Background: an optimization exercise with open tools, aiming at a short achievable clock period and few clock cycles. Do not read the settings as production practice. At most, simulation tests tie the RTL to the original design; equivalence was not proved. For runs 2 and 3, only the layout was checked, not whether the RTL still works. Power and IR drop assume default switching activity.

## design/flow/design.v

```verilog
module ALU
(
	input [63:0] A,
	input [63:0] B,
	input [3:0] control,
	output reg [63:0] result,
	output reg zeroFlag
);
	always @(*) begin
		case (control)
			4'b0000 : result = A & B;
			4'b0001 : result = A | B;
			4'b0010 : result = A + B;
			4'b0110 : result = A - B;
			4'b0111 : result = B;
			4'b1100 : result = ~(A | B);
			default : result = B;
		endcase
		if (result == 0) begin
			zeroFlag = 1'b1;
		end else begin
			zeroFlag = 1'b0;
		end
	end
endmodule
module ALUControl
(
	input [1:0] ALUop,
	input [10:0] opcodeField,
	output reg [3:0] ALUoperation
);
	always @(*) case (ALUop)
		2'b00 : ALUoperation = 4'b0010;  
		2'b01 : ALUoperation = 4'b0111;
		2'b10 : case (opcodeField)
			11'b10001011000 : ALUoperation = 4'b0010;  
			11'b11001011000 : ALUoperation = 4'b0110;  
			11'b10001010000 : ALUoperation = 4'b0000;  
			11'b10101010000 : ALUoperation = 4'b0001;  
			default : ALUoperation = 4'b0010;
		endcase
		default : ALUoperation = 4'b0010;
	endcase
endmodule
module ALUMux
(
	input [63:0] registerData,
	input [63:0] signExtendedData,
	input ALUsrc,
	output reg [63:0] ALUMUXout
);
	always @(*) case (ALUsrc)
		0: ALUMUXout = registerData;
		1: ALUMUXout = signExtendedData;
		default: ALUMUXout = registerData;
	endcase
endmodule
module Adder (
	input [63:0] incrementBy,
	input [63:0] programCounter,
	output reg[63:0] adderResult
);
	always @ (*) begin
		adderResult = programCounter + incrementBy;
	end
endmodule
module ControlUnit(
	input [10:0] controlInstruction_in,
	output reg reg2Loc,
	output reg ALUsrc,
	output reg memtoReg,
	output reg regWrite,
	output reg memRead,
	output reg memWrite,
	output reg branch,
	output reg uncondBranch,
	output reg [1:0] ALUop
);
	always @(*) begin
		if (controlInstruction_in[10:5] == 6'b000101) begin  
			reg2Loc = 0;
			ALUsrc = 0;
			memtoReg = 0;
			regWrite = 0;
			memRead = 0;
			memWrite = 0;
			branch = 0;
			uncondBranch = 1;
			ALUop = 2'b01;
		end else if (controlInstruction_in[10:3] == 8'b10110100) begin  
			reg2Loc = 1;
			ALUsrc = 0;
			memtoReg = 0;
			regWrite = 0;
			memRead = 0;
			memWrite = 0;
			branch = 1;
			uncondBranch = 0;
			ALUop = 2'b01;
		end else case(controlInstruction_in)	
			'b11111000010: begin              
				reg2Loc = 1;
				ALUsrc = 1;
				memtoReg = 1;
				regWrite = 1;
				memRead = 1;
				memWrite = 0;
				branch = 0;
				uncondBranch = 0;
				ALUop = 2'b00;
			end
			'b11111000000: begin	             
				reg2Loc = 1;
				ALUsrc = 1;
				memtoReg = 0;
				regWrite = 0;
				memRead = 0;
				memWrite = 1;
				branch = 0;
				uncondBranch = 0;
				ALUop = 2'b00;
			end
			'b10001011000,
			'b11001011000,
			'b10001010000,
			'b10101010000: begin                
				reg2Loc = 0;
				ALUsrc = 0;
				memtoReg = 0;
				regWrite = 1;
				memRead = 0;
				memWrite = 0;
				branch = 0;
				uncondBranch = 0;
				ALUop = 2'b10;
			end
			default: begin
				reg2Loc = 1'h0;
				ALUsrc = 1'h0;
				memtoReg = 1'h0;
				regWrite = 1'h0;
				memRead = 1'h0;
				memWrite = 1'h0;
				branch = 1'h0;
				uncondBranch = 1'h0;
				ALUop = 2'h0;
			end
		endcase
	end
endmodule
module ControlUnitMUX
(
	input [10:0] controlInstruction_in,
	input ControlWire,
	output reg [10:0] controlMuxout
);
	wire [10:0] zeroData = 11'b0;
	always @(*)  case (ControlWire)
		0: controlMuxout = zeroData;
		1: controlMuxout = controlInstruction_in;
		default: controlMuxout = controlInstruction_in;
	endcase
endmodule
module DataMemoryMUX
(
	input [63:0] readData,
	input [63:0] ALUresult,
	input memToReg,
	output reg [63:0] dataMemoryMUXout
);
	always @(*) case (memToReg)
		0: dataMemoryMUXout = ALUresult;
		1: dataMemoryMUXout = readData;
		default: dataMemoryMUXout = ALUresult;
	endcase
endmodule
module EXMEM
(
	input CLOCK,
	input RESET,
	input flush,
	input isBranch_in,  
	input uncondBranch_in,  
	input memRead_in,  
	input memWrite_in,  
	input regWrite_in,  
	input memToReg_in,  
	input [63:0] shiftedProgramCounter_in,
	input ALUzero_in,
	input [63:0] ALUresult_in,
	input [63:0] writeDataMem_in,
	input [4:0] writeReg_in,
	output reg isBranch_out,  
	output reg uncondBranch_out,  
	output reg memRead_out,  
	output reg memWrite_out,  
	output reg regWrite_out,  
	output reg memToReg_out,  
	output reg [63:0] shiftedProgramCounter_out,
	output reg ALUzero_out,
	output reg [63:0] ALUresult_out,
	output reg [63:0] writeDataMem_out,
	output reg [4:0] writeReg_out
);
	always @(posedge CLOCK) begin
		isBranch_out <= isBranch_in;
		uncondBranch_out <= uncondBranch_in;
		memRead_out <= memRead_in;
		memWrite_out <= memWrite_in;
		regWrite_out <= regWrite_in;
		memToReg_out <= memToReg_in;
		shiftedProgramCounter_out <= shiftedProgramCounter_in;
		ALUzero_out <= ALUzero_in;
		ALUresult_out <= ALUresult_in;
		writeDataMem_out <= writeDataMem_in;
		writeReg_out <= writeReg_in;
		if (RESET || flush) begin
			isBranch_out <= 1'b0;
			uncondBranch_out <= 1'b0;
			memRead_out <= 1'b0;
			memWrite_out <= 1'b0;
			regWrite_out <= 1'b0;
		end
	end
endmodule
module ForwardingUnit
(
	input [4:0] IDEX_RegisterRm,
	input [4:0] IDEX_RegisterRn,
	input [4:0] EXMEM_RegisterRd,
	input [4:0] MEMWB_RegisterRd,
	input EXMEM_RegWrite,
	input MEMWB_RegWrite,
	output reg [1:0] ForwardA,
	output reg [1:0] ForwardB
);
	always @(*) begin
		ForwardA = 2'b00;
		ForwardB = 2'b00;
		if ((MEMWB_RegWrite) && (MEMWB_RegisterRd != 31) && (MEMWB_RegisterRd == IDEX_RegisterRn)) begin
			ForwardA = 2'b01;
		end
		if ((MEMWB_RegWrite) && (MEMWB_RegisterRd != 31) && (MEMWB_RegisterRd == IDEX_RegisterRm)) begin
			ForwardB = 2'b01;
		end
		if ((EXMEM_RegWrite) && (EXMEM_RegisterRd != 31) && (EXMEM_RegisterRd == IDEX_RegisterRn)) begin
			ForwardA = 2'b10;
		end
		if ((EXMEM_RegWrite) && (EXMEM_RegisterRd != 31) && (EXMEM_RegisterRd == IDEX_RegisterRm)) begin
			ForwardB = 2'b10;
		end
	end
endmodule
module ForwardingUnitALUMuxA
(
	input [63:0] regData1,
	input [63:0] dataMemoryMUXout,
	input [63:0] EXMEM_InputAddress,
	input [1:0] ForwardA,
	output reg [63:0] ForwardingUnitALUMUXoutA
);
	always @(*) case (ForwardA)
		2'b00: ForwardingUnitALUMUXoutA = regData1;
		2'b01: ForwardingUnitALUMUXoutA = dataMemoryMUXout;
		2'b10: ForwardingUnitALUMUXoutA = EXMEM_InputAddress;
		default: ForwardingUnitALUMUXoutA = regData1;
	endcase
endmodule
module ForwardingUnitALUMuxB
(
	input [63:0] regData2,
	input [63:0] dataMemoryMUXout,
	input [63:0] EXMEM_InputAddress,
	input [1:0] ForwardB,
	output reg [63:0] ForwardingUnitALUMUXoutB
);
	always @(*) case (ForwardB)
		2'b00: ForwardingUnitALUMUXoutB = regData2;
		2'b01: ForwardingUnitALUMUXoutB = dataMemoryMUXout;
		2'b10: ForwardingUnitALUMUXoutB = EXMEM_InputAddress;
		default: ForwardingUnitALUMUXoutB = regData2;
	endcase
endmodule
module HazardDetectionUnit
(
	input IDEX_MemRead,
	input [4:0] IDEX_RegisterRd,
	input [4:0] IFID_RegisterRm,
	input [4:0] IFID_RegisterRn,
	output reg IFID_Write,
	output reg PCWire,
	output reg ControlWire
);
	always @(*) begin
		if (IDEX_MemRead && ((IDEX_RegisterRd == IFID_RegisterRn) || (IDEX_RegisterRd == IFID_RegisterRm))) begin
			IFID_Write = 1'b0;
			PCWire = 1'b0;
			ControlWire = 1'b0;
		end else begin
			IFID_Write = 1'b1;
			PCWire = 1'b1;
			ControlWire = 1'b1;
		end
	end
endmodule
module IDEX
(
	input CLOCK,
	input RESET,
	input flush,
	input [1:0] ALUop_in,  
	input ALUsrc_in,  
	input isBranch_in,  
	input uncondBranch_in,  
	input memRead_in,  
	input memWrite_in,  
	input regWrite_in,  
	input memToReg_in,  
	input [63:0] programCounter_in,
	input [63:0] regData1_in,
	input [63:0] regData2_in,
	input [63:0] signExtend_in,
	input [10:0] ALUcontrol_in,
	input [4:0] registerRm_in,
	input [4:0] registerRn_in,
	input [4:0] writeReg_in,
	(* fsm_encoding = "none" *) output reg [1:0] ALUop_out,  
	output reg ALUsrc_out,  
	output reg isBranch_out,  
	output reg uncondBranch_out,  
	output reg memRead_out,  
	output reg memWrite_out,  
	output reg regWrite_out,  
	output reg memToReg_out,  
	output reg [63:0] programCounter_out,
	output reg [63:0] regData1_out,
	output reg [63:0] regData2_out,
	output reg [63:0] signExtend_out,
	output reg [10:0] ALUcontrol_out,
	output reg [4:0] registerRm_out,
	output reg [4:0] registerRn_out,
	output reg [4:0] writeReg_out
);
	always @(posedge CLOCK) begin
		ALUop_out <= ALUop_in;
		ALUsrc_out <= ALUsrc_in;
		isBranch_out <= isBranch_in;
		uncondBranch_out <= uncondBranch_in;
		memRead_out <= memRead_in;
		memWrite_out <= memWrite_in;
		regWrite_out <= regWrite_in;
		memToReg_out <= memToReg_in;
		if (RESET || flush) begin
			isBranch_out <= 1'b0;
			uncondBranch_out <= 1'b0;
			memRead_out <= 1'b0;
			memWrite_out <= 1'b0;
			regWrite_out <= 1'b0;
		end
		programCounter_out <= programCounter_in;
		regData1_out <= regData1_in;
		regData2_out <= regData2_in;
		signExtend_out <= signExtend_in;
		ALUcontrol_out <= ALUcontrol_in;
		writeReg_out <= writeReg_in;
		registerRm_out <= registerRm_in;
	    registerRn_out <= registerRn_in;
	end
endmodule
module IFID
(
	input CLOCK,
	input RESET,
	input flush,
	input IFID_Write,
	input [63:0] programCounter_in,
	input [31:0] CPUInstruction_in,
	output reg [63:0] programCounter_out,
	output reg [31:0] CPUInstruction_out
);
	always @(posedge CLOCK) begin
		if (RESET || flush) begin
			CPUInstruction_out <= 32'b0;
		end else if(IFID_Write) begin
			programCounter_out <= programCounter_in;
			CPUInstruction_out <= CPUInstruction_in;
		end
	end
endmodule
module MEMWB
(
	input CLOCK,
	input RESET,
	input [63:0] memAddress_in,
	input [63:0] memData_in,
	input [4:0] writeReg_in,
	input regWrite_in,
	input memToReg_in,
	output reg [63:0] memAddress_out,
	output reg [63:0] memData_out,
	output reg [4:0] writeReg_out,
	output reg regWrite_out,
	output reg memToReg_out
);
	always @(posedge CLOCK) begin
		regWrite_out <= regWrite_in;
		memToReg_out <= memToReg_in;
		memAddress_out <= memAddress_in;
		memData_out <= memData_in;
		writeReg_out <= writeReg_in;
		if (RESET) begin
			regWrite_out <= 1'b0;
		end
	end
endmodule
module ProgramCounter
(
	input CLOCK,
	input RESET,
	input PCWire,
	input [63:0] programCounter_in,
	output reg [63:0] programCounter_out
);
	always @(posedge CLOCK) begin
		if (RESET) begin
			programCounter_out <= 0;
		end else if (PCWire) begin
			programCounter_out <= programCounter_in;
		end
	end
endmodule
module ProgramCounterMUX
(
	input [63:0] adderResult,
	input [63:0] branch,
	input PCsrc,
	output reg [63:0] programCounterMUXout
);
	always @(*) case (PCsrc)
		0: programCounterMUXout = adderResult;
		1: programCounterMUXout = branch;
		default: programCounterMUXout = adderResult;
	endcase
endmodule
module RegisterModule
(
	input CLOCK,
	input [4:0] readAddress1,
	input [4:0] readAddress2,
	input [4:0] writeAddress,
	input [63:0] writeData,
	input regWrite,
	output reg [63:0] regData1,
	output reg [63:0] regData2
);
	reg [63:0] registerData[30:0];
	always @(posedge CLOCK) begin
		if (regWrite == 1 && writeAddress != 31) begin
			registerData[writeAddress] <= writeData;
		end
	end
	always @(*) begin
		if (readAddress1 == 31)
			regData1 = 64'b0;
		else if (regWrite == 1 && writeAddress == readAddress1)
			regData1 = writeData;
		else
			regData1 = registerData[readAddress1];
		if (readAddress2 == 31)
			regData2 = 64'b0;
		else if (regWrite == 1 && writeAddress == readAddress2)
			regData2 = writeData;
		else
			regData2 = registerData[readAddress2];
	end
endmodule
module RegisterMux
(
	input [4:0] instructionMemory,
	input [4:0] targetAddress,
	input reg2Loc,
	output reg [4:0] registerMUXout
);
	always @(*) case (reg2Loc)
		0: registerMUXout = instructionMemory;
		1: registerMUXout = targetAddress;
		default: registerMUXout = instructionMemory;
	endcase
endmodule
module ShiftLeft2
(
	input [63:0] inputData,
	output reg [63:0] outputData
);
	always @(*) begin
		outputData = inputData << 2;
	end
endmodule
module SignExtend
(
	input [31:0] inputInstruction,
	output reg [63:0] signExtendedInstruction
);
	always @(*) begin
		if (inputInstruction[31:26] == 6'b000101) begin  
			signExtendedInstruction[25:0] = inputInstruction[25:0];
			signExtendedInstruction[63:26] = {38{inputInstruction[25]}};
		end else if (inputInstruction[31:24] == 8'b10110100) begin  
			signExtendedInstruction[18:0] = inputInstruction[23:5];
			signExtendedInstruction[63:19] = {45{inputInstruction[23]}};
		end else begin  
			signExtendedInstruction[8:0] = inputInstruction[20:12];
			signExtendedInstruction[63:9] = {55{inputInstruction[20]}};
		end
	end
endmodule
module ARMLEG (
	input CLOCK,
	input RESET,
	output [63:0] imem_addr,
	input [31:0] imem_data,
	output [63:0] dmem_addr,
	output [63:0] dmem_wdata,
	output dmem_we,
	output dmem_re,
	input [63:0] dmem_rdata
);
	wire reg2Loc;
	wire ALUsrc;
	wire memToReg;
	wire regWrite;
	wire memRead;
	wire memWrite;
	wire branch;
	wire uncondBranch;
	wire zeroFlag;
	wire [63:0] adderResult;
	wire [31:0] CPUInstruction;
	wire [1:0] ALUop;
	wire [4:0] regMUX;
	wire [63:0] regData1;
	wire [63:0] regData2;
	wire [63:0] signExtendedResult;
	wire [3:0] ALUoperation;
	wire [63:0] ALUmux;
	wire [63:0] ALUresult;
	wire [63:0] shiftedResult;
	wire [63:0] branchAddress;
	wire [63:0] readData;
	wire [63:0] dataMemoryMUXresult;
	wire [63:0] programCounter_in;
	wire [63:0] programCounter_out;
	wire [10:0] ControlUnitMUXout;
	wire PCsrc;
	wire [63:0] IFID_ProgramCounter;
	wire [31:0] IFID_CPUInstruction;
	wire [1:0] IDEX_ALUop;  
	wire IDEX_ALUsrc;  
	wire IDEX_isBranch;  
	wire IDEX_uncondBranch;  
	wire IDEX_MemRead;  
	wire IDEX_MemWrite;  
	wire IDEX_RegWrite;  
	wire IDEX_MemToReg;  
	wire [63:0] IDEX_ProgramCounter;
	wire [63:0] IDEX_RegData1;
	wire [63:0] IDEX_RegData2;
	wire [63:0] IDEX_SignExtend;
	wire [10:0] IDEX_ALUcontrol;
	wire  [4:0] IDEX_WriteReg;
	wire  [4:0] IDEX_RegisterRm;
	wire  [4:0] IDEX_RegisterRn;
	wire EXMEM_MemRead;  
	wire EXMEM_MemWrite;  
	wire EXMEM_RegWrite;  
	wire EXMEM_MemToReg;  
	wire EXMEM_ALUzero;  
	wire EXMEM_isBranch;  
	wire EXMEM_uncondBranch;  
	wire [63:0] EXMEM_shiftedprogramCounter_out;  
	wire [63:0] EXMEM_InputAddress;
	wire [63:0] EXMEM_InputData;
	wire  [4:0] EXMEM_WriteReg;
	wire [63:0] MEMWB_Address;
	wire [63:0] MEMWB_ReadData;
	wire  [4:0] MEMWB_WriteAddress;
	wire MEMWB_RegWrite;
	wire MEMWB_MemToReg;
	wire [1:0] ForwardA;
	wire [1:0] ForwardB;
	wire [63:0] ForwardingUnitALUMUXoutA;
	wire [63:0] ForwardingUnitALUMUXoutB;
	wire IFID_Write;
	wire PCWire;
	wire ControlWire;
	assign imem_addr = programCounter_out;
	assign CPUInstruction = imem_data;
	assign dmem_addr = EXMEM_InputAddress;
	assign dmem_wdata = EXMEM_InputData;
	assign dmem_we = EXMEM_MemWrite;
	assign dmem_re = EXMEM_MemRead;
	assign readData = dmem_rdata;
	assign PCsrc = (EXMEM_isBranch & EXMEM_ALUzero) | EXMEM_uncondBranch;
	HazardDetectionUnit hazardDetectionUnit(IDEX_MemRead, IDEX_WriteReg, regMUX, IFID_CPUInstruction[9:5], IFID_Write, PCWire, ControlWire);
	ForwardingUnit forwardingUnit(IDEX_RegisterRm, IDEX_RegisterRn, EXMEM_WriteReg, MEMWB_WriteAddress, EXMEM_RegWrite, MEMWB_RegWrite, ForwardA, ForwardB);
	ForwardingUnitALUMuxA forwardingUnitALUMuxA(IDEX_RegData1, dataMemoryMUXresult, EXMEM_InputAddress, ForwardA, ForwardingUnitALUMUXoutA);
	ForwardingUnitALUMuxB forwardingUnitALUMuxB(IDEX_RegData2, dataMemoryMUXresult, EXMEM_InputAddress, ForwardB, ForwardingUnitALUMUXoutB);
	ProgramCounter programCounter (CLOCK, RESET, PCWire | PCsrc, programCounter_in, programCounter_out);
	Adder fourAdder (64'b0100, programCounter_out, adderResult);
	ProgramCounterMUX programCounterMUX(adderResult, EXMEM_shiftedprogramCounter_out, PCsrc, programCounter_in);
	IFID IFID (CLOCK, RESET, PCsrc, IFID_Write, programCounter_out, CPUInstruction,
		IFID_ProgramCounter, IFID_CPUInstruction
	);
	ControlUnit controlUnit(IFID_CPUInstruction[31:21], reg2Loc, ALUsrc, memToReg, regWrite, memRead, memWrite, branch, uncondBranch, ALUop);
	ControlUnitMUX controlUnitMUX({2'b0, ALUop, ALUsrc, branch, uncondBranch, memRead, memWrite, regWrite, memToReg}, ControlWire, ControlUnitMUXout);
	RegisterMux registerMUX(IFID_CPUInstruction[20:16], IFID_CPUInstruction[4:0], reg2Loc, regMUX);
	RegisterModule registerModule(CLOCK, IFID_CPUInstruction[9:5], regMUX, MEMWB_WriteAddress, dataMemoryMUXresult, MEMWB_RegWrite, regData1, regData2);
	SignExtend signExtend(IFID_CPUInstruction, signExtendedResult);
	IDEX IDEX(CLOCK, RESET, PCsrc, ControlUnitMUXout[8:7], ControlUnitMUXout[6], ControlUnitMUXout[5], ControlUnitMUXout[4], ControlUnitMUXout[3], ControlUnitMUXout[2], ControlUnitMUXout[1], ControlUnitMUXout[0],
		IFID_ProgramCounter, regData1, regData2, signExtendedResult, IFID_CPUInstruction[31:21], regMUX, IFID_CPUInstruction[9:5], IFID_CPUInstruction[4:0],
		IDEX_ALUop, IDEX_ALUsrc, IDEX_isBranch, IDEX_uncondBranch, IDEX_MemRead, IDEX_MemWrite, IDEX_RegWrite, IDEX_MemToReg, IDEX_ProgramCounter, IDEX_RegData1, IDEX_RegData2, IDEX_SignExtend, IDEX_ALUcontrol, IDEX_RegisterRm, IDEX_RegisterRn, IDEX_WriteReg
	);
	ALUControl ALUcontrol(IDEX_ALUop, IDEX_ALUcontrol, ALUoperation);
	ALUMux ALUMUX(ForwardingUnitALUMUXoutB, IDEX_SignExtend, IDEX_ALUsrc, ALUmux);
	ALU ALU(ForwardingUnitALUMUXoutA, ALUmux, ALUoperation, ALUresult, zeroFlag);
	ShiftLeft2 shiftLeft2(IDEX_SignExtend, shiftedResult);
	Adder branchAdder(IDEX_ProgramCounter, shiftedResult,  branchAddress);
	EXMEM EXMEM(CLOCK, RESET, PCsrc, IDEX_isBranch, IDEX_uncondBranch, IDEX_MemRead, IDEX_MemWrite, IDEX_RegWrite, IDEX_MemToReg, branchAddress, zeroFlag, ALUresult, ForwardingUnitALUMUXoutB, IDEX_WriteReg,
		EXMEM_isBranch, EXMEM_uncondBranch, EXMEM_MemRead, EXMEM_MemWrite, EXMEM_RegWrite, EXMEM_MemToReg, EXMEM_shiftedprogramCounter_out, EXMEM_ALUzero, EXMEM_InputAddress, EXMEM_InputData, EXMEM_WriteReg
	);
	MEMWB MEMWB(CLOCK, RESET, EXMEM_InputAddress, readData, EXMEM_WriteReg, EXMEM_RegWrite, EXMEM_MemToReg,
		MEMWB_Address, MEMWB_ReadData, MEMWB_WriteAddress, MEMWB_RegWrite, MEMWB_MemToReg
	);
	DataMemoryMUX dataMemoryMUX(MEMWB_ReadData, MEMWB_Address, MEMWB_MemToReg, dataMemoryMUXresult);
endmodule
```

## design/flow/run.sh

```bash
#!/bin/bash
# synth_recipe.tcl (not shown) runs the flow's synth.tcl, then flattens the netlist and writes it again
# the make line also repeats each setting of config.mk as NAME=value (left out here)
make -C /OpenROAD-flow-scripts/flow DESIGN_CONFIG=/design/flow/config.mk WORK_HOME=/design/flow/orfs CLKGATE_MAP_FILE= SYNTH_SCRIPT=/design/flow/synth_recipe.tcl finish
```

## design/flow/config.mk

```make
export PLATFORM = sky130hd
export DESIGN_NAME = ARMLEG
export DESIGN_NICKNAME = ARMLEG
export VERILOG_FILES = /design/flow/design.v
export SDC_FILE = /design/flow/constraint.sdc
export NUM_CORES = 8
export LEC_CHECK = 0
export CAP_MARGIN = 20
export CORE_MARGIN = 2
export CORE_UTILIZATION = 40
export SLEW_MARGIN = 20
```

## design/flow/constraint.sdc

```tcl
create_clock -name core_clock -period 8.0 [get_ports {CLOCK}]
set_input_delay 1.6000 -clock core_clock [delete_from_list [all_inputs] [get_ports {CLOCK}]]
set_output_delay 1.6000 -clock core_clock [all_outputs]
set_load 0.01 [all_outputs]
```

==> results of run 1 <==
cell type report:
cell class	count	area (um^2)	area share [%]
Inverter	85	347	0.233
Multi-Input combinational cell	6909	51500	34.6
Timing Repair Buffer	696	6510	4.38
Antenna cell	11	27.5	0.0185
Sequential cell	2736	75300	50.7
Clock inverter	141	1360	0.913
Clock buffer	391	8230	5.54
Tap cell	4305	5390	3.62
routing by layer:
metal	global-route usage (%)	routed length (um)	share of wire [%]	up-vias
met3	7.33	60300	12	1174
met1	39.7	191000	39	48800
li1	-	-	-	40500
met4	11.5	21800	4.5	12
met5	0	83	0.017	-
met2	43.8	215000	44	6517
cells by family after synthesis:
| group | share of synthesized area (%) |
|---|---|
| compound gates | 9.81 |
| xor+xnor | 1.75 |
| fa+ha+maj | 1.42 |
| buf+inv | 2.48 |
| flops | 58.2 |
| mux | 14.3 |
| simple gates | 12.0 |
registers in the layout, summed over array words and instances (netlist names), 2 cells and up:
register,cells
EXMEM.shiftedProgramCounter_out,64
EXMEM.writeReg_out,5
IDEX.writeReg_out,5
IFID.CPUInstruction_out,32
EXMEM.writeDataMem_out,64
IDEX.ALUop_out,2
MEMWB.memAddress_out,64
IDEX.registerRn_out,5
IDEX.programCounter_out,64
IDEX.regData2_out,64
EXMEM.ALUresult_out,64
IDEX.signExtend_out,26
MEMWB.writeReg_out,5
MEMWB.memData_out,64
IDEX.regData1_out,64
registerModule.registerData,1984
IFID.programCounter_out,64
IDEX.registerRm_out,5
IDEX.ALUcontrol_out,11
programCounter.programCounter_out,64
power breakdown:
part           leakage (uW)  total, uW  internal (uW)  switching, uW
logic                0.0218       7440           2270           5170
clock network       0.00470      13800           7980           5830
registers            0.0243      18100          17400            741
total                0.0507      39400          27600          11700
cell usage in the layout, fill, tap and decap left out, types with 22 or more instances in the layout:
master / synthesis / routed
inv_1: 83 / 79
a21oi_1: 473 / 472
buf_4: 1 / 361
and3_1: 192 / 190
and2_1: 28 / 25
nor3_1: 81 / 79
o21ai_0: 393 / 393
a221oi_1: 59 / 59
nand3_1: 531 / 528
buf_12: 0 / 40
xnor2_1: 140 / 140
a2111oi_0: 61 / 58
clkbuf_1: 636 / 61
o211ai_1: 28 / 28
nand2b_1: 26 / 25
nor2b_1: 25 / 25
nand2_1: 2024 / 2024
bufinv_16: 0 / 22
mux2_2: 80 / 80
o31ai_1: 49 / 47
xor2_1: 118 / 118
nor2_1: 492 / 454
clkinv_2: 0 / 47
o21a_1: 23 / 23
dfxtp_1: 688 / 680
mux2i_1: 261 / 252
or3_1: 30 / 30
ha_1: 140 / 140
nor2_4: 0 / 35
a211oi_1: 162 / 161
a31oi_1: 105 / 103
a311oi_1: 241 / 240
mux4_2: 665 / 665
clkinv_1: 0 / 41
nand4_1: 74 / 74
clkdlybuf4s50_1: 0 / 290
clkbuf_16: 0 / 309
a21o_1: 94 / 94
edfxtp_1: 2048 / 2048
worst max-delay path by stage:
stage / startpoint / endpoint / slack [ns] / cells past startpoint
6_report: MEMWB.writeReg_out[3]$_DFF_P_ / EXMEM.ALUzero_out$_DFF_P_ / 0.28 / 29
5_1_grt: MEMWB.writeReg_out[3]$_DFF_P_ / EXMEM.ALUzero_out$_DFF_P_ / 0.04 / 29
4_1_cts: IDEX.registerRm_out[1]$_DFF_P_ / EXMEM.ALUzero_out$_DFF_P_ / 0.07 / 35
3_5_place_dp: EXMEM.writeReg_out[1]$_DFF_P_ / EXMEM.ALUzero_out$_DFF_P_ / -0.12 / 31
3_3_place_gp: EXMEM.writeReg_out[1]$_DFF_P_ / EXMEM.ALUzero_out$_DFF_P_ / -0.43 / 31
2_1_floorplan: MEMWB.writeReg_out[1]$_DFF_P_ / EXMEM.ALUzero_out$_DFF_P_ / 0.72 / 34
metrics by stage:
step,cell area [um^2],utilization [%]
4_1_cts,148000,46.2
2_1_floorplan,129000,-
5_1_grt,149000,46.2
3_3_place_gp,139000,43.2
6_report,149000,46.2
3_5_place_dp,139000,43.2
synthesized netlist by cell type (all sizes together), types with 128 or more instances:
master / instances
buf: 128
o21ai: 406
nor2: 492
a21oi: 473
a311oi: 241
edfxtp: 2048
ha: 140
mux4: 665
a211oi: 162
nand2: 2024
mux2i: 261
clkbuf: 636
dfxtp: 688
nand3: 531
xnor2: 140
and3: 192
repair_timing:
action,4_1_cts,5_1_grt
pin swaps,0,1
resized for setup,2,11
setup buffers,0,1
setup endpoints to repair,1,3
==> summary.txt, run 1 <==
CTS:
- The clock reaches the later pin of the worst-skew pair after 0.91 ns.
- The cell at the root of the clock tree is clkbuf_16.
- Hold repair after CTS inserted 0 buffers.
- The number of sinks driven by the clock tree is 2736.
- Clock tree synthesis inserted a total of 298 buffers.
- Clock-pin slew was measured on the worst setup and hold paths at 0.06 ns.
- The clock tree from TritonCTS is done.
- Counting along the longest clock path gives a buffer depth of 4.
- The number of H-tree levels is 5.

Status:
- The flow ran to the end and the layout has no timing, DRC or antenna violations.

Critical path:
- The endpoint of the worst register-to-register path is EXMEM.ALUzero_out$_DFF_P_.
- The delay of the slowest critical-path stage is 0.60 ns.
- In this run the worst path has a maximum fanout of 25.
- STA classifies the critical path startpoint as a flip-flop.
- Setup slack on the worst reg-to-reg path comes out at 0.28 ns.
- STA puts the critical path data arrival time at 8.54 ns.
- Among all stages on the critical path, the largest delay is contributed by or4b_4.
- The data required time at the worst endpoint is 8.82 ns.
- The cell type group with the largest total delay on the critical path is simple AND/OR/NAND/NOR gates.
- The launching point of the worst reg2reg path is MEMWB.writeReg_out[3]$_DFF_P_.
- The number of buffer and inverter instances along the worst setup path is 3.
- By startpoint and endpoint, the worst setup path is classified as reg -> reg.
- Measured in cells, the most critical reg-to-reg path has a length of 29.
- The kind of end point of the critical path is a flip-flop.

Finish:
- The final layout contains 11000 nets.
- The layout has 28300 filler cells.
- Excluding fillers, the count of instances in the completed layout stands at 15300.
- Of the cells placed in the final design, the portion with a size suffix greater than 1 is 15.5%.
- The layout overhead on the synthesized area is 14.9%.

Floorplanning:
- The die covers 0.328 mm^2.
- The number of top-level pins is 292.
- Measured along the y axis, the die boundary spans 573 um.
- The width of the die is 573 um.
- The initialized floorplan defines 208 standard-cell rows.
- The core region area is 0.321 mm^2.
- The initial core utilization is 40.2%.

GRT:
- The via count of the first global-routing pass is 92700.
- The number of antenna violations at the first check in global routing is 37.
- The first global-routing pass estimated 685000 um of wire.
- The pin count of the biggest net entering global routing is 147.
- The total global-route track usage is 28.9%.
- The global-route congestion overflow total is 0.

Power:
- In this run the power density over the cells is 265 mW/mm^2.
- The power after layout is 39400 uW.
- The total leakage power is 0.0507 uW.
- The worst-case IR drop observed on VDD is 254 uV.

STA:
- The timing-limited maximum frequency is 129 MHz.
- The final setup violation count is 0.
- In the post-route analysis, the smallest setup slack over all paths is 0.277 ns.
- Headroom to the max-slew limit came out at 15.9%.
- The final max-slew violation count is 0.
- Setup total negative slack on the finished layout was measured at 0 ns.
- The post-route clock period utilization is 96.5%.
- The pin slew with the least headroom to its limit is 1.25 ns.
- The time the worst path needs with I/O delays and setup is 7.72 ns.
- The smallest hold slack is 0.326 ns.
- Setup repair after global routing left no endpoint under its margin.
- For the final database, setup skew stands at 0.0710 ns.
- The final hold violation count is 0.

Detailed routing:
- The first TritonRoute pass finished after 6 iterations.
- Summing over every cut layer, the via total after detailed routing is 97000.
- The detailed router finished its first iteration with 13400 violations.
- In the routed design, unresolved DRC markers number 0.
- Using the TritonRoute via totals, the vias-per-cell ratio works out to 6.35.
- The final wirelength is 488000 um.
- The wire length per cell is 32.0 um.
- The detail route stage leaves a number of antenna-violating nets equal to 0.

Logic synthesis:
- Counting flops with a built-in enable in the synthesized netlist gives 2048.
- The number of synthesis warnings is 21.
- The number of different library cells used by synthesis comes to 92.
- The share of synthesized area occupied by flip-flops and latches is 58.2%.
- After synthesis, the cell types taking the most area are edfxtp_1 48%, mux4_2 12%, dfxtp_1 11%, nand2_1 5.9%, nand3_1 2.1%.
- For this run, the leading register cell type out of synthesis is edfxtp_1.
- The biggest area contributor in the post-synthesis netlist is edfxtp_1.
- The share of flip-flops with an asynchronous set or reset after synthesis is 0%.
- The synthesized flop and latch total is 2736.
- Averaged over all synthesized cells, the footprint is 12.3 um^2.
- The synthesized instance count is 10500.
- The area fraction of the dominant cell type after synthesis is 47.5%.
- The combined area of all synthesized cells is 0.129 mm^2.

Flow run:
- The max capacitance violation total is 0.

Place:
- The number of instances in the placed design is 14700.
- The setup slack at placement is -0.120 ns.
- The congestion estimate from routability-driven global placement came to 0.989.
- Once detailed placement completed, the half-perimeter wirelength came to 296000 um.
- The count of buffers added on input and output ports is 291.

Min path:
- The class of the worst hold path is reg -> reg.
- The worst hold path terminates at EXMEM.shiftedProgramCounter_out[1]$_DFF_P_.
- Along the worst hold path, the cell count comes to 0.
- The worst hold path begins at IDEX.programCounter_out[1]$_DFF_P_.
Testbench counts, summed over its fixed seeds: cycles 172,792.
==> run 2, diff against run 1 <==
==> design/flow/design.v (replaced) <==
module ARMLEG (
	input CLOCK,
	input RESET,
	output [63:0] imem_addr,
	input [31:0] imem_data,
	output [63:0] dmem_addr,
	output [63:0] dmem_wdata,
	output dmem_we,
	output dmem_re,
	input [63:0] dmem_rdata
);
	reg [9:0] pc;
	assign imem_addr = {52'b0, pc, 2'b00};
	wire [31:0] inst = imem_data;
	wire [10:0] op11 = inst[31:21];
	wire f_isB   = inst[31:26] == 6'b000101;
	wire f_isCBZ = inst[31:24] == 8'hB4;
	wire f_rt31  = inst[4:0] == 5'd31;
	wire f_isADD = op11 == 11'h458;
	wire f_isSUB = op11 == 11'h658;
	wire f_isAND = op11 == 11'h450;
	wire f_isORR = op11 == 11'h550;
	wire f_isLD  = op11 == 11'h7C2;
	wire f_isST  = op11 == 11'h7C0;
	wire f_isR   = f_isADD | f_isSUB | f_isAND | f_isORR;
	wire f_take = f_isB | (f_isCBZ & f_rt31);
	wire [9:0] f_off = f_isB ? inst[9:0] : inst[14:5];
	wire [9:0] f_tgt = pc + f_off;
	wire [9:0] f_seq = pc + 10'd1;
	reg d_isR, d_sub, d_and, d_orr, d_isLD, d_isST, d_isCBZ, d_wr;
	reg [4:0] d_rn, d_r2, d_rd;
	reg [8:0] d_imm;
	reg [9:0] d_tgt;
	reg x_isLD, x_isST, x_sub, x_and, x_orr, x_wr;
	reg [4:0] x_rd;
	reg [63:0] x_a, x_b, x_addr;
	reg w_wr;
	reg [4:0] w_rd;
	reg [63:0] w_res;
	reg w_z;
	reg [63:0] rf [0:30];
	reg [30:0] zf;
	wire [63:0] x_beff = x_b ^ {64{x_sub}};
	wire [63:0] x_sum = x_a + x_beff + {63'b0, x_sub};
	wire [63:0] x_andv = x_a & x_b;
	wire [63:0] x_orv = x_a | x_b;
	wire [63:0] x_out = x_isLD ? dmem_rdata : x_and ? x_andv : x_orr ? x_orv : x_sum;
	wire [63:0] x_p = x_a ^ x_beff;
	wire [63:0] x_g = x_a | x_beff;
	wire x_zsum = (x_p[0] == x_sub) & (&(x_p[63:1] ~^ x_g[62:0]));
	wire x_z = x_isLD ? ~|dmem_rdata : x_and ? ~|x_andv : x_orr ? ~|x_orv : x_zsum;
	assign dmem_addr = x_addr;
	assign dmem_wdata = x_b;
	assign dmem_we = x_isST;
	assign dmem_re = x_isLD;
	wire fx1 = x_wr & (x_rd == d_rn);
	wire fx2 = x_wr & (x_rd == d_r2);
	wire fw1 = w_wr & (w_rd == d_rn);
	wire fw2 = w_wr & (w_rd == d_r2);
	wire [63:0] rd1 = (d_rn == 5'd31) ? 64'b0 : fw1 ? w_res : rf[d_rn];
	wire [63:0] rd2 = (d_r2 == 5'd31) ? 64'b0 : fw2 ? w_res : rf[d_r2];
	wire [63:0] opa = fx1 ? x_out : rd1;
	wire [63:0] opb = fx2 ? x_out : rd2;
	wire stall = (d_isLD | d_isST) & fx1;
	wire [63:0] addr = rd1 + {{55{d_imm[8]}}, d_imm};
	wire zt = fx2 ? x_z : fw2 ? w_z : zf[d_r2];
	wire redirect = d_isCBZ & zt;
	always @(posedge CLOCK) begin
		if (RESET)
			pc <= 10'd0;
		else if (redirect)
			pc <= d_tgt;
		else if (!stall)
			pc <= f_take ? f_tgt : f_seq;
		if (RESET || redirect) begin
			d_isR <= 1'b0;
			d_isLD <= 1'b0;
			d_isST <= 1'b0;
			d_isCBZ <= 1'b0;
			d_wr <= 1'b0;
		end else if (!stall) begin
			d_isR <= f_isR;
			d_isLD <= f_isLD;
			d_isST <= f_isST;
			d_isCBZ <= f_isCBZ & ~f_rt31;
			d_wr <= (f_isR | f_isLD) & ~f_rt31;
		end
		if (!stall) begin
			d_sub <= f_isSUB;
			d_and <= f_isAND;
			d_orr <= f_isORR;
			d_rn <= inst[9:5];
			d_r2 <= f_isR ? inst[20:16] : inst[4:0];
			d_rd <= inst[4:0];
			d_imm <= inst[20:12];
			d_tgt <= f_tgt;
		end
		if (RESET || stall) begin
			x_isLD <= 1'b0;
			x_isST <= 1'b0;
			x_wr <= 1'b0;
		end else begin
			x_isLD <= d_isLD;
			x_isST <= d_isST;
			x_wr <= d_wr;
		end
		x_sub <= d_sub;
		x_and <= d_and;
		x_orr <= d_orr;
		x_rd <= d_rd;
		x_a <= opa;
		x_b <= opb;
		x_addr <= addr;
		if (RESET)
			w_wr <= 1'b0;
		else
			w_wr <= x_wr;
		w_rd <= x_rd;
		w_res <= x_out;
		w_z <= x_z;
		if (w_wr) begin
			rf[w_rd] <= w_res;
			zf[w_rd] <= w_z;
		end
	end
endmodule
==> summary.txt, run 2 <==
Place:
- The number of instances in the placed design is 11200 (-24%).
- The placed wire-length estimate is 244000 um (-18%).
- The setup slack at placement is 1.43 ns (+1.55 ns).
- The count of buffers inserted at the top-level ports is 237 (-19%).
- The routability-driven placement congestion ratio is 0.984 (-0.49%).

Critical path:
- The critical-path maximum fanout is 52 (+110%).
- The number of buffer and inverter instances along the worst setup path is 2 (-1).
- The delay of the slowest critical-path stage is 0.86 ns (+0.26 ns).
- The critical path goes through buf_12 -> mux4_2 -> mux4_2 -> mux2i_1 -> a211oi_1 -> ha_1 -> nand3_1 -> o211ai_1 -> a41o_1 -> o21ai_1 -> a2111oi_1 -> buf_4 -> o31a_1 -> o21a_1 -> a31oi_2 -> o31ai_1 -> a21oi_1 -> xnor2_1.
- The slowest stage of the critical path belongs to the cell dfxtp_4.
- The kind of end point of the critical path is a flip-flop.
- The worst path arrival time was 7.57 ns (-0.97 ns).
- The data required time at the worst endpoint is 8.73 ns (-0.09 ns).
- The register-to-register path setup slack is 1.15 ns (+0.88 ns).
- On the critical path the largest part of the delay comes from compound AO/OA/AOI/OAI gates.
- The startpoint type of the worst setup path is a flip-flop.
- The critical path is of the reg -> reg type.
- The cell repeated most along the worst path is mux4_2.

STA:
- The pin slew with the least headroom to its limit was 1.29 ns (+0.0420 ns).
- The worst max-slew margin expressed relative to the limit is 14.1% (-1.7 points).
- The final setup violation count is 0 (unchanged).
- The setup TNS is 0 ns (unchanged).
- The worst setup skew after layout was 0.103 ns (+0.0325 ns).
- The timing-limited maximum frequency was 146 MHz (+13%).
- Setup repair after global routing left no endpoint under its margin.
- The post-route clock period utilization came to 85.6% (-11 points).
- The final max-slew violation count is 0 (unchanged).
- The smallest hold slack is 0.339 ns (+0.0126 ns).
- The post-layout worst setup margin is 1.15 ns (+0.877 ns).
- The final hold violation count is 0 (unchanged).
- The time the worst path needs with I/O delays and setup is 6.85 ns (-0.877 ns).

Logic synthesis:
- The synthesized instance count is 7365 (-30%).
- The synthesized flop and latch total is 2350 (-14%).
- The adder and majority gate portion of the synthesized area is 2.20% (+0.78 points).
- The share of flip-flops with an asynchronous set or reset after synthesis is 0% (unchanged).
- The number of synthesis warnings is 1 (-95%).
- Yosys instantiated no cell more often than edfxtp_1.
- The average size of a mapped cell was 15.9 um^2 (+29%).
- The area fraction in and, or, nand and nor cells after synthesis is 4.28% (-7.8 points).
- The main combinational cell family by area after synthesis is multiplexers.
- In the post-synthesis netlist, the biggest area contributors are edfxtp_1 52%, mux4_2 22%, dfxtp_1 5.1%, mux2i_1 2.3%, ha_1 2.2%.
- The fraction of synthesized cell area in xor and xnor cells is 2.07% (+0.33 points).
- The share of synthesized area occupied by flip-flops and latches was 57.6% (-0.63 points).
- The compound-gate portion of the synthesized area is 6.19% (-3.6 points).
- The count of different cell masters after synthesis is 94 (+2.2%).
- The flip-flop cell with the highest count after synthesis is edfxtp_1.
- The commonest cells after synthesis are 2052 x edfxtp_1, 1157 x mux4_2, 500 x nand2_1.
- The number of synthesized flops with an enable pin was 2052 (+0.20%).
- The area fraction of the dominant cell type after synthesis came to 52.5% (+4.9 points).
- The combined area of all synthesized cells was 0.117 mm^2 (-9.2%).
- The multiplexer share of the synthesized area is 24.9% (+11 points).
- The synthesized design spends more area on one cell type than any other, namely edfxtp_1.

CTS:
- The CTS buffer count is 241 (-19%).
- The number of sinks driven by the clock tree was 2350 (-14%).
- The number of H-tree levels is 4 (-1).
- The number of buffers added to fix hold violations after cts is 0 (unchanged).
- The buffer count from post-CTS setup fixing is 0 (unchanged).
- The maximum buffer depth of the clock tree was 4 (unchanged).
- The clock slew seen by the registers of the worst setup and hold paths is 0.07 ns (about the same).
- The post-cts gate resize count came to 0 (-2).
- The insertion delay to the later sink of the worst-skew pair is 0.95 ns (+0.04 ns).
- The cell at the root of the clock tree is clkbuf_16.
- The clock tree from TritonCTS is done.

Power:
- The maximum ir drop on the vdd rail is 172 uV (-32%).
- The total leakage power was 0.0444 uW (-12%).
- The power spent charging and discharging nets was 9990 uW (-15%).
- The share of power burned in the clock network is 33.7% (-1.4 points).
- The fraction of power spent switching nets is 29.5% (-0.37 points).
- The power per standard cell area was 256 mW/mm^2 (-3.5%).
- The internal cell power came to 23900 uW (-13%).
- The combinational cell fraction of total power is 16.7% (-2.2 points).
- The power share of the sequential group came to 49.6% (+3.6 points).

GRT:
- The via count of the first global-routing pass is 72300 (-22%).
- The number of antenna violations at the first check in global routing is 16 (-57%).
- The pin count of the biggest net entering global routing is 130 (-12%).
- The global-route congestion overflow total is 0 (unchanged).
- The wire length of the first global-routing pass came to 557000 um (-19%).
- The total global-route track usage is 26.1% (-2.8 points).

Finish:
- The storage element area was 0.0677 mm^2 (-10%).
- In the layout the commonest cells are 2052 x edfxtp_1, 1157 x mux4_2, 500 x nand2_1.
- The post-route non-filler standard cell count is 11600 (-24%).
- The fraction of final layout cells sized beyond drive strength 1 is 24.3% (+8.7 points).
- The layout overhead on the synthesized area is 12.9%.
- The final core area utilization is 45.5% (-0.77 points).
- The final net count is 7801 (-29%).
- The number of flip-flops under the largest register name is 1984 (unchanged).
- The total area of multi-input combinational cells is 0.0471 mm^2 (-8.5%).
- The final-layout fill cell count is 25100 (-11%).
- The most common cell after layout, fill and taps aside is edfxtp_1.
- Counting flops per register, the top entry is rf.

Detailed routing:
- The vias per cell is 6.39 (+0.61%).
- The initial DRC count is 10500 (-21%).
- The post-detailed-route count of antenna-violating nets is 0 (unchanged).
- The number of search-and-repair iterations in the first detailed-routing pass is 7 (+1).
- The overall via count from detail_route came to 74100 (-24%).
- The wire length per cell is 34.3 um (+7.4%).
- The DRC violations left is 0 (unchanged).
- The final wirelength was 398000 um (-18%).

Status:
- The flow ran to the end and the layout has no timing, DRC or antenna violations.

Floorplanning:
- The overall die height is 546 um (-4.7%).
- The number of standard-cell rows in the floorplan is 198 (-4.8%).
- The area enclosed by the die boundary was 0.298 mm^2 (-9.2%).
- The number of top-level pins is 292 (unchanged).
- The initial core utilization came to 40.3% (about the same).
- The width of the die was 546 um (-4.7%).
- The core region area came to 0.292 mm^2 (-9.3%).

Min path:
- The class of the worst hold path is reg -> reg.

Flow run:
- The max capacitance violation total was 0 (unchanged).
[run 2: cell types whose count changed after synthesis, sizes merged, moves of 209 or more]
cell and delta:
nand2 -1524, nand3 -494, mux4 +492, dfxtp -390, clkbuf -287, a311oi -240, nor2 -209
[run 2: worst register-to-register path, delay by kind of cell (launching register included)]
family	cells	cell delay [ns]
compound gates	10	2.80
simple gates	1	0.12
buf+inv	2	0.57
mux	3	1.66
flops	1	0.86
fa+ha+maj	1	0.49
xor+xnor	1	0.13
[run 2: cell families after synthesis]
family | Yosys count
flops | 2350
mux | 1473
compound gates | 1149
simple gates | 1121
buf+inv | 788
xor+xnor | 278
fa+ha+maj | 205
other cells | 1
[run 2: power by group through the flow]
stage	combinational (uW)	sequential (uW)	clock (uW)
finish	5670	16800	11400
global route	5970	16900	12000
CTS	5540	16700	11500
detailed placement	5520	17000	0
global placement	5490	16900	0
floorplan	2870	16600	0
[run 2: worst paths after layout]
kind / start / cells after the start / to
worst max-delay path: flip-flop / 18 / x_addr[63]$_DFF_P_
worst min-delay path: d_rd[4]$_DFFE_PN_ / 0 / x_rd[4]$_DFF_P_
worst max register to register: flip-flop / 18 / x_addr[63]$_DFF_P_
worst min register to register: d_rd[4]$_DFFE_PN_ / 0 / x_rd[4]$_DFF_P_
[run 2: layout make-up]
cell class              instances  share of cell area [%]
flip-flops and latches       2350                    51.0
clock buffers                 292                    4.76
inverters                     208                   0.590
diodes                          3                 0.00566
well taps                    3900                    3.68
clock inverters               146                    1.19
multi-input cells            4280                    35.5
repair buffers                417                    3.22
[run 2: stage by stage]
stage / cell area [um^2] / total power, uW
2_1_floorplan: 118000 / 19400
3_3_place_gp: 125000 / 22400
3_5_place_dp: 125000 / 22500
5_1_grt: 133000 / 34800
6_report: 133000 / 33900
4_1_cts: 133000 / 33800
[run 2: per-layer routing]
layer / global-route usage, % / vias up / share of wire [%]
li1: - / 29900 / -
met1: 36.6 / 39000 / 40
met2: 40.2 / 4503 / 45
met3: 6.11 / 685 / 11
met4: 8.54 / 2 / 3.6
met5: 0 / - / 0.0033
==> run 3, diff against run 2 <==
--- a/design/flow/config.mk
+++ b/design/flow/config.mk
@@ -7,2 +7,3 @@
 export LEC_CHECK = 0
+export ABC_CLOCK_PERIOD_IN_PS = 2500
 export CAP_MARGIN = 20
@@ -10,2 +11,4 @@
 export CORE_UTILIZATION = 40
+export GPL_TIMING_DRIVEN = 1
+export SETUP_SLACK_MARGIN = 5
 export SLEW_MARGIN = 20
==> summary.txt, run 3 <==
Critical path:
- The data required time at the worst endpoint is 8.78 ns (+0.05 ns).
- The category of the critical setup timing path is reg -> reg.
- Traced cell by cell, the critical path runs through buf_12 -> buf_16 -> buf_12 -> mux4_2 -> mux4_2 -> mux2i_4 -> a211oi_2 -> ha_1 -> and4_1 -> a41o_1 -> o21ai_2 -> a2111oi_2 -> buf_4 -> o31a_1 -> o21a_4 -> a31oi_4 -> o21bai_2 -> a31oi_1 -> xnor2_1.
- The cell type group with the largest total delay on the critical path is compound AO/OA/AOI/OAI gates.
- The register-to-register path setup slack is 2.49 ns (+1.33 ns).
- The delay of the slowest critical-path stage is 0.52 ns (-0.34 ns).
- The critical-path maximum fanout is 11 (-79%).
- In this run the worst setup path terminates at x_addr[57]$_DFF_P_.
- The slowest stage cell on the critical path is mux4_2.
- The depth of the worst register-to-register path was 19 (+1).
- The kind of end point of the critical path is a flip-flop.
- The worst path arrival time was 6.29 ns (-1.28 ns).
- The number of cells on the critical path is 19 (+1).
- The startpoint type of the worst setup path is a flip-flop.
- The endpoint of the worst register-to-register path is x_addr[57]$_DFF_P_.
- The number of buffer and inverter instances along the worst setup path came to 4 (+2).

Logic synthesis:
- The average size of a mapped cell was 15.9 um^2 (unchanged).
- The synthesized instance count is 7365 (unchanged).
- Among all cell types in the netlist, the one instantiated most often is edfxtp_1.
- The area fraction of the dominant cell type after synthesis came to 52.5% (unchanged).
- The flip-flop cell with the highest count after synthesis is edfxtp_1.
- The number of synthesis warnings is 1 (unchanged).
- The number of synthesized flops with an enable pin is 2052 (unchanged).
- The biggest area consumer among synthesized cells is edfxtp_1.
- The share of synthesized area occupied by flip-flops and latches is 57.6% (unchanged).
- The share of flip-flops with an asynchronous set or reset after synthesis is 0% (unchanged).
- The combined area of all synthesized cells is 0.117 mm^2 (unchanged).
- The synthesized flop and latch total came to 2350 (unchanged).
- The count of different cell masters after synthesis is 94 (unchanged).
- Counting instances in the post-synthesis netlist gives the leading cell types as 2052 x edfxtp_1, 1157 x mux4_2, 500 x nand2_1.
- After synthesis, the cell types taking the most area are edfxtp_1 52%, mux4_2 22%, dfxtp_1 5.1%, mux2i_1 2.3%, ha_1 2.2%.

CTS:
- The maximum buffer depth of the clock tree was 4 (unchanged).
- The cell at the root of the clock tree is clkbuf_16.
- The CTS buffer count is 247 (+2.5%).
- The number of H-tree levels is 4 (unchanged).
- The clock slew seen by the registers of the worst setup and hold paths is 0.07 ns (about the same).
- The number of buffers added to fix hold violations after cts was 0 (unchanged).
- The insertion delay to the later sink of the worst-skew pair is 0.96 ns (about the same).
- The number of sinks driven by the clock tree came to 2350 (unchanged).
- TritonCTS built the clock tree.

Place:
- The routability-driven placement congestion ratio is 1.01 (+2.7%).
- The setup slack at placement is 1.51 ns (+0.0775 ns).
- The count of buffers inserted at the top-level ports was 237 (unchanged).
- The placed wire-length estimate was 252000 um (+3.5%).

STA:
- The worst setup skew after layout is 0.123 ns (+0.0195 ns).
- The timing-limited maximum frequency was 181 MHz (+24%).
- The final max-slew violation count is 0 (unchanged).
- The pin slew with the least headroom to its limit was 1.22 ns (-0.0687 ns).
- The worst max-slew margin expressed relative to the limit is 18.2% (+4.1 points).
- The setup TNS came to 0 ns (unchanged).
- Setup repair after global routing could not meet its margin everywhere.
- The final hold violation count is 0 (unchanged).
- The post-route clock period utilization is 68.9% (-17 points).
- The time the worst path needs with I/O delays and setup came to 5.51 ns (-1.33 ns).
- The post-layout worst setup margin came to 2.49 ns (+1.33 ns).
- The final setup violation count is 0 (unchanged).

Floorplanning:
- The initial core utilization is 40.3% (unchanged).
- The number of top-level pins is 292 (unchanged).
- The area enclosed by the die boundary came to 0.298 mm^2 (unchanged).
- The overall die height was 546 um (unchanged).
- The core region area came to 0.292 mm^2 (unchanged).
- The number of standard-cell rows in the floorplan is 198 (unchanged).
- The width of the die is 546 um (unchanged).

Finish:
- The final core area utilization is 50.7% (+5.2 points).
- The library cells used most frequently in the layout, excluding fill and tap cells, are 2052 x edfxtp_1, 1157 x mux4_2, 488 x buf_4.
- The library cell used most frequently in the layout, excluding fill and tap cells, is edfxtp_1.
- The final-layout fill cell count was 23600 (-5.9%).
- The register name with the most flops is rf.
- The area growth from synthesis to layout is 26.0%.
- The number of flip-flops under the largest register name came to 1984 (unchanged).
- The final net count is 8546 (+9.6%).
- The fraction of final layout cells sized beyond drive strength 1 is 42.4% (+18 points).

Detailed routing:
- The initial DRC count is 11100 (+5.6%).
- The number of search-and-repair iterations in the first detailed-routing pass was 10 (+3).
- The vias per cell is 6.42 (+0.52%).
- The post-detailed-route count of antenna-violating nets is 0 (unchanged).
- The DRC violations left is 0 (unchanged).
- The overall via count from detail_route was 79300 (+7.1%).
- The wire length per cell is 35.7 um (+4.1%).
- The final wirelength came to 441000 um (+11%).

Power:
- The fraction of power spent switching nets is 30.4% (+0.93 points).
- The share of power burned in the clock network was 31.3% (-2.4 points).
- The power spent charging and discharging nets is 11200 uW (+13%).
- The maximum ir drop on the vdd rail is 208 uV (+21%).
- The total leakage power is 0.0507 uW (+14%).
- The combinational cell fraction of total power is 23.4% (+6.7 points).
- The power per standard cell area is 250 mW/mm^2 (-2.2%).
- The internal cell power is 25700 uW (+7.7%).
- The power share of the sequential group is 45.3% (-4.3 points).

Flow run:
- The max capacitance violation total is 0 (unchanged).

Status:
- The run finished with no timing, DRC or antenna violations.

GRT:
- The number of antenna violations at the first check in global routing is 17 (+1).
- The via count of the first global-routing pass is 77300 (+6.9%).
- The wire length of the first global-routing pass was 606000 um (+8.8%).
- The pin count of the biggest net entering global routing came to 90 (-31%).
- The global-route congestion overflow total is 0 (unchanged).
- The total global-route track usage is 28.7% (+2.6 points).

Min path:
- The min-delay analysis places its worst path in the category reg -> reg.
-- run 3: cell counts after synthesis --
Identical to the previous run, type by type.
-- run 3: worst reg2reg max path, stage by stage (launching register included) --
cell	delay, ns
dfxtp_4	0.42
buf_12	0.18
buf_16	0.19
buf_12	0.12
mux4_2	0.49
mux4_2	0.53
mux2i_4	0.41
a211oi_2	0.17
ha_1	0.38
and4_1	0.20
a41o_1	0.30
o21ai_2	0.24
a2111oi_2	0.11
buf_4	0.18
o31a_1	0.39
o21a_4	0.28
a31oi_4	0.29
o21bai_2	0.11
a31oi_1	0.21
xnor2_1	0.16
-- run 3: area by class of cell --
class | count | area, um^2 | area share [%]
multi-input combinational | 4285 | 53100 | 35.9
clock inverter | 150 | 1460 | 0.987
tap | 3900 | 4880 | 3.30
clock buffer | 302 | 6600 | 4.46
inverter | 208 | 783 | 0.530
sequential | 2350 | 68100 | 46.0
antenna | 5 | 12.5 | 0.00846
timing repair buffer | 1151 | 13000 | 8.81
-- run 3: cell families (layout without fill, tap and decap cells) --
group,count (synthesis),count (layout),synth area share [%]
AOI/OAI and AO/OA,1149,1149,6.19
xor gates and xnor gates,278,278,2.07
adders and majority gates,205,205,2.20
buffers and inverters,788,1811,2.75
DFF,2350,2350,57.6
muxes,1473,1473,24.9
other,1,59,0.00319
and+or+nand+nor,1121,1126,4.28
-- run 3: power by group through the flow --
stage               Sequential [uW]  Combinational, uW  Clock, uW
global route                  16800               8940      12100
detailed placement            16900               5760          0
CTS                           16600               7690      11700
finish                        16700               8670      11600
floorplan                     16600               2990          0
global placement              16900               5710          0
-- run 3: worst min-delay path by stage --
| stage | slack, ns | end | from | cells past startpoint |
|---|---|---|---|---|
| 2_1_floorplan | 0.32 | x_sub$_DFF_P_ | d_sub$_DFFE_PN_ | 0 |
| 3_3_place_gp | 0.33 | x_rd[1]$_DFF_P_ | d_rd[1]$_DFFE_PN_ | 0 |
| 4_1_cts | 0.35 | x_rd[0]$_DFF_P_ | d_rd[0]$_DFFE_PN_ | 0 |
| 5_1_grt | 0.36 | x_and$_DFF_P_ | d_and$_DFFE_PN_ | 0 |
| 3_5_place_dp | 0.33 | x_rd[4]$_DFF_P_ | d_rd[4]$_DFFE_PN_ | 0 |
| 6_report | 0.35 | x_rd[0]$_DFF_P_ | d_rd[0]$_DFFE_PN_ | 0 |
-- run 3: what timing repair did --
action | in CTS | in global routing
setup endpoints to repair | 1222 | 729
buffers inserted | 475 | 194
resized for setup | 1891 | 428
cloned | 40 | 7
pin swaps | 228 | 294
-- run 3: through the flow --
| step | instance area (um^2) | power [uW] | instances | hold WS, ns |
|---|---|---|---|---|
| 2_1_floorplan | 119000 | 19600 | 7418 | 0.322 |
| 3_3_place_gp | 125000 | 22600 | 11200 | 0.328 |
| 3_5_place_dp | 125000 | 22700 | 11200 | 0.334 |
| 4_1_cts | 144000 | 36000 | 12100 | 0.350 |
| 5_1_grt | 148000 | 37900 | 12300 | 0.358 |
| 6_report | 148000 | 37000 | 12400 | 0.347 |
-- run 3: routing by layer --
metal / up-vias / part of all wire (%) / track usage, %
li1: 31500 / - / -
met1: 41600 / 38 / 39.3
met2: 5279 / 45 / 44.3
met3: 972 / 11 / 6.11
met4: 6 / 5.3 / 12.4
met5: - / 0.0077 / 0

static timing again, ports no longer ideal:
In the flow no input, the clock included, has a driving cell. The finished layouts below were timed again as built, in two steps. Step 1 assumes that a clkbuf_16 drives the clock port and a buf_2 every other input. Step 2 also shifts input and output timing later by t, the mid clock arrival at the registers, as if the neighbouring blocks saw the same clock. a / b / c = ideal / step 1 / step 2; a / b = the first two.
run	t, ns	setup slack, ns	slew at the worst register clock pin (ns)
run 1	0.988	0.277 / 0.277 / 0.277	0.07 / 0.07
run 2	0.986	1.154 / 1.154 / 1.154	0.09 / 0.09
run 3	1.003	2.486 / 2.486 / 2.486	0.08 / 0.08
After both steps every run listed still meets setup and hold.
